Background: an optimization exercise with open tools, aiming at small area and a short achievable clock period. Do not read the settings as production practice.
Function was checked by simulation only, so behaviour that the tests miss may differ from the original.
No activity file was given, so power comes from the tool's default toggle rates.

==> v15: inputs <==
Design SystolicArrayWS, start of the top module:
module SystolicArrayWS #(
    parameter ARR_WIDTH  = 8,
    parameter ARR_HEIGHT = 8,
    parameter WORD_WIDTH = 8
) (
    input clk,
    input reset_n,
    input [1:0] control,
    input [WORD_WIDTH*ARR_WIDTH-1:0]  w_in_vec,
    input [WORD_WIDTH*ARR_HEIGHT-1:0] a_in_vec,
    output [WORD_WIDTH*4*ARR_WIDTH-1:0] ps_out_vec
);
export LEC_CHECK = 0
export CAP_MARGIN = 20
export CORE_MARGIN = 2
export CORE_UTILIZATION = 55
export SLEW_MARGIN = 20
export SYNTH_HIERARCHICAL = 1
export SYNTH_MINIMUM_KEEP_SIZE = 0
create_clock -name core_clock -period 11.0 [get_ports {clk}]
standard.sh (not shown) runs the stock make flow with config.mk's settings and CLKGATE_MAP_FILE= SYNTH_SCRIPT=/design/flow/synth_recipe.tcl, a recipe that flattens the netlist after the stock synthesis.
==> flow/flow/run.sh <==
#!/bin/bash
# Layout flow: the standard ORFS flow (standard.sh), with
#  - pin regions that follow the array's dataflow (io.tcl),
#  - timing repair aimed below the clock period (SETUP_SLACK_MARGIN),
#  - small port buffers (every port still gets one),
#  - other settings from settings.sh.
# Each tool's output stays in orfs/logs/; standard.sh's own output goes to standard.log.
set -euo pipefail
here=$(pwd)
source "$here/flow/settings.sh"
bash "$here/standard.sh" \
  IO_CONSTRAINTS="$here/flow/io.tcl" \
  SETUP_SLACK_MARGIN="$MARGIN" \
  BUFFER_PORTS_ARGS="-buffer_cell $PORT_BUF" \
  $EXTRA \
  finish > "$here/standard.log" 2>&1
==> flow/flow/io.tcl <==
# Pin regions that follow the array's dataflow: activations enter on the left
# (row 0 at the top), weights on the top (column 0 at the left), partial sums
# leave at the bottom (column 0 at the left), with control in the middle of
# the bottom edge, next to the output multiplexers it drives.
set block [ord::get_db_block]
set die [$block getDieArea]
set dbu [$block getDbUnitsPerMicron]
set w [expr {double([$die xMax] - [$die xMin]) / $dbu}]
set h [expr {double([$die yMax] - [$die yMin]) / $dbu}]
set m 4.0

proc seg {len n k m} {
  set step [expr {($len - 2 * $m) / $n}]
  set lo [expr {$m + $k * $step}]
  set hi [expr {$lo + $step}]
  return [list [format %.2f $lo] [format %.2f $hi]]
}

for {set c 0} {$c < 8} {incr c} {
  set pins {}
  for {set b 0} {$b < 32} {incr b} { lappend pins "ps_out_vec\[[expr {32 * $c + $b}]\]" }
  lassign [seg $w 8 $c $m] lo hi
  set_io_pin_constraint -pin_names $pins -region bottom:$lo-$hi

  set pins {}
  for {set b 0} {$b < 8} {incr b} { lappend pins "w_in_vec\[[expr {8 * $c + $b}]\]" }
  set_io_pin_constraint -pin_names $pins -region top:$lo-$hi
}
for {set r 0} {$r < 8} {incr r} {
  set pins {}
  for {set b 0} {$b < 8} {incr b} { lappend pins "a_in_vec\[[expr {8 * $r + $b}]\]" }
  # row 0 at the top of the left edge
  lassign [seg $h 8 [expr {7 - $r}] $m] lo hi
  set_io_pin_constraint -pin_names $pins -region left:$lo-$hi
}
set mid [expr {$w / 2.0}]
set_io_pin_constraint -pin_names {control[0] control[1]} \
  -region bottom:[format %.2f [expr {$mid - 15}]]-[format %.2f [expr {$mid + 15}]]
==> flow/flow/settings.sh <==
MARGIN=5.75
PORT_BUF=sky130_fd_sc_hd__buf_2
EXTRA="CTS_CLUSTER_SIZE=30 CTS_CLUSTER_DIAMETER=100"
==> v8 (differences from v15) <==
--- a/flow/design.v
+++ b/flow/design.v
@@ -74,16 +74,30 @@
 module OLO (
     input  ld,
     input  wn,
     input  p,
     output y
 );
 assign y = ld ? ~wn : p;
 endmodule
+module ND2 (
+    input  a,
+    input  b,
+    output y
+);
+assign y = ~(a & b);
+endmodule
+module ND2B (
+    input  a_n,
+    input  b,
+    output y
+);
+assign y = ~(~a_n & b);
+endmodule
 module OHI (
     input  nld,
     input  p,
     output y
 );
 assign y = nld & p;
 endmodule
 module MAC_R0 (
@@ -2630,17 +2644,20 @@
             .ps_out(ps_7[c])
         );
     end
     for (c = 0; c < 8; c = c + 1) begin : g_out
         wire old, onld;
         DECO u_deco (.control(control), .ld(old), .nld(onld));
         genvar b;
         for (b = 0; b < 8; b = b + 1) begin : g_lo
-            OLO u_o (.ld(old), .wn(wn_8[c][b]), .p(ps_7[c][b]), .y(ps_out_vec[c*32+b]));
+            wire t1, t2;
+            ND2B u_t1 (.a_n(wn_8[c][b]), .b(old), .y(t1));
+            ND2 u_t2 (.a(onld), .b(ps_7[c][b]), .y(t2));
+            ND2 u_o (.a(t1), .b(t2), .y(ps_out_vec[c*32+b]));
         end
         for (b = 8; b < 19; b = b + 1) begin : g_hi
             OHI u_o (.nld(onld), .p(ps_7[c][b]), .y(ps_out_vec[c*32+b]));
         end
         assign ps_out_vec[c*32+31:c*32+19] = 13'd0;
     end
 endgenerate
 endmodule
==> reports/qor.txt <==
status -> finished clean
mux cell area share after synthesis -> 0.339%
Reg-to-Reg Start -> g_row1[6].pe_unit.an_reg[5]$_DFF_PN1_
Logic power comb -> 0.000792 W
initial drt markers -> 6935
Sequential Power Share -> 55.5%
fin crit period -> 5240 ps
layout cells sized above 1 -> 12.8%
pre-CTS setup slack -> 4760 ps
fin cells -> 20.1k
largest net degree at the start of global routing -> 199
Net Sw Power -> 0.00425 W
WP buf/inv -> 3
worst-path cell chain -> buf_16, nor2b_4, buf_12, mux2i_2, buf_2
PwrDens -> 77.1 nW/um2
worst setup margin -> 5760 ps
Cell variety after synth -> 41
Worst path slowest cell -> mux2i_2
total number of vias -> 121k
Worst Hold Slack -> 506 ps
# the run above: v15

==> reports/qor.txt <==
largest net degree at the start of global routing -> 216
Reg-to-Reg Start -> g_row1[3].pe_unit.wn_reg[2]$_DFF_PN1_
Worst Hold Slack -> 493 ps
CTS tree -> done
Net Sw Power -> 0.00427 W
Logic power comb -> 0.000765 W
fin crit period -> 5230 ps
status -> finished clean
pre-CTS setup slack -> 5200 ps
Worst path slowest cell -> nand2b_4
xor/xnor share of the synthesized area -> 0.371%
worst-path cell chain -> buf_12, nand2b_4, and2_1, buf_2
main combinational cell family by area after synthesis -> adder cells
Cell variety after synth -> 40
total number of vias -> 121k
PwrDens -> 76.9 nW/um2
worst setup margin -> 5770 ps
initial drt markers -> 6727
Sequential Power Share -> 56.0%
fin cells -> 20.1k
# the run above: v8

[what the ideal ports hide]
How much do the figures lean on ideal ports? The routed layouts below were timed once more, with nothing changed but the port constraints.
Step 1: set_driving_cell puts a clkbuf_16 on clk and a buf_2 on each other input, an assumption about the parent block.
Step 2 adds t to the input delays and takes it off the output delays; t is the mean of the earliest and latest rising clock arrival at the registers after step 1. Input paths then give back, and output paths get back, about the clock's delay inside the block.
Three values: ideal ports, drivers, drivers and shift; two values: the first two.
| run | shift t [ns] | slack for setup (ns) | hold slack, ns | worst data-port slew with drivers (ns) | cell pins on the clock port's net |
|---|---|---|---|---|---|
| v15 | 1.014 | 5.759 / 5.530 / 5.488 | 0.506 / 0.506 / 0.506 | 0.31 | 1 |
| v8 | 1.020 | 5.772 / 5.698 / 5.698 | 0.493 / 0.493 / 0.493 | 0.13 | 1 |
After both steps every run listed still meets setup and hold. For v15, which loses most, drivers alone change the setup slack by -0.229 ns; drivers and shift together by -0.271 ns.
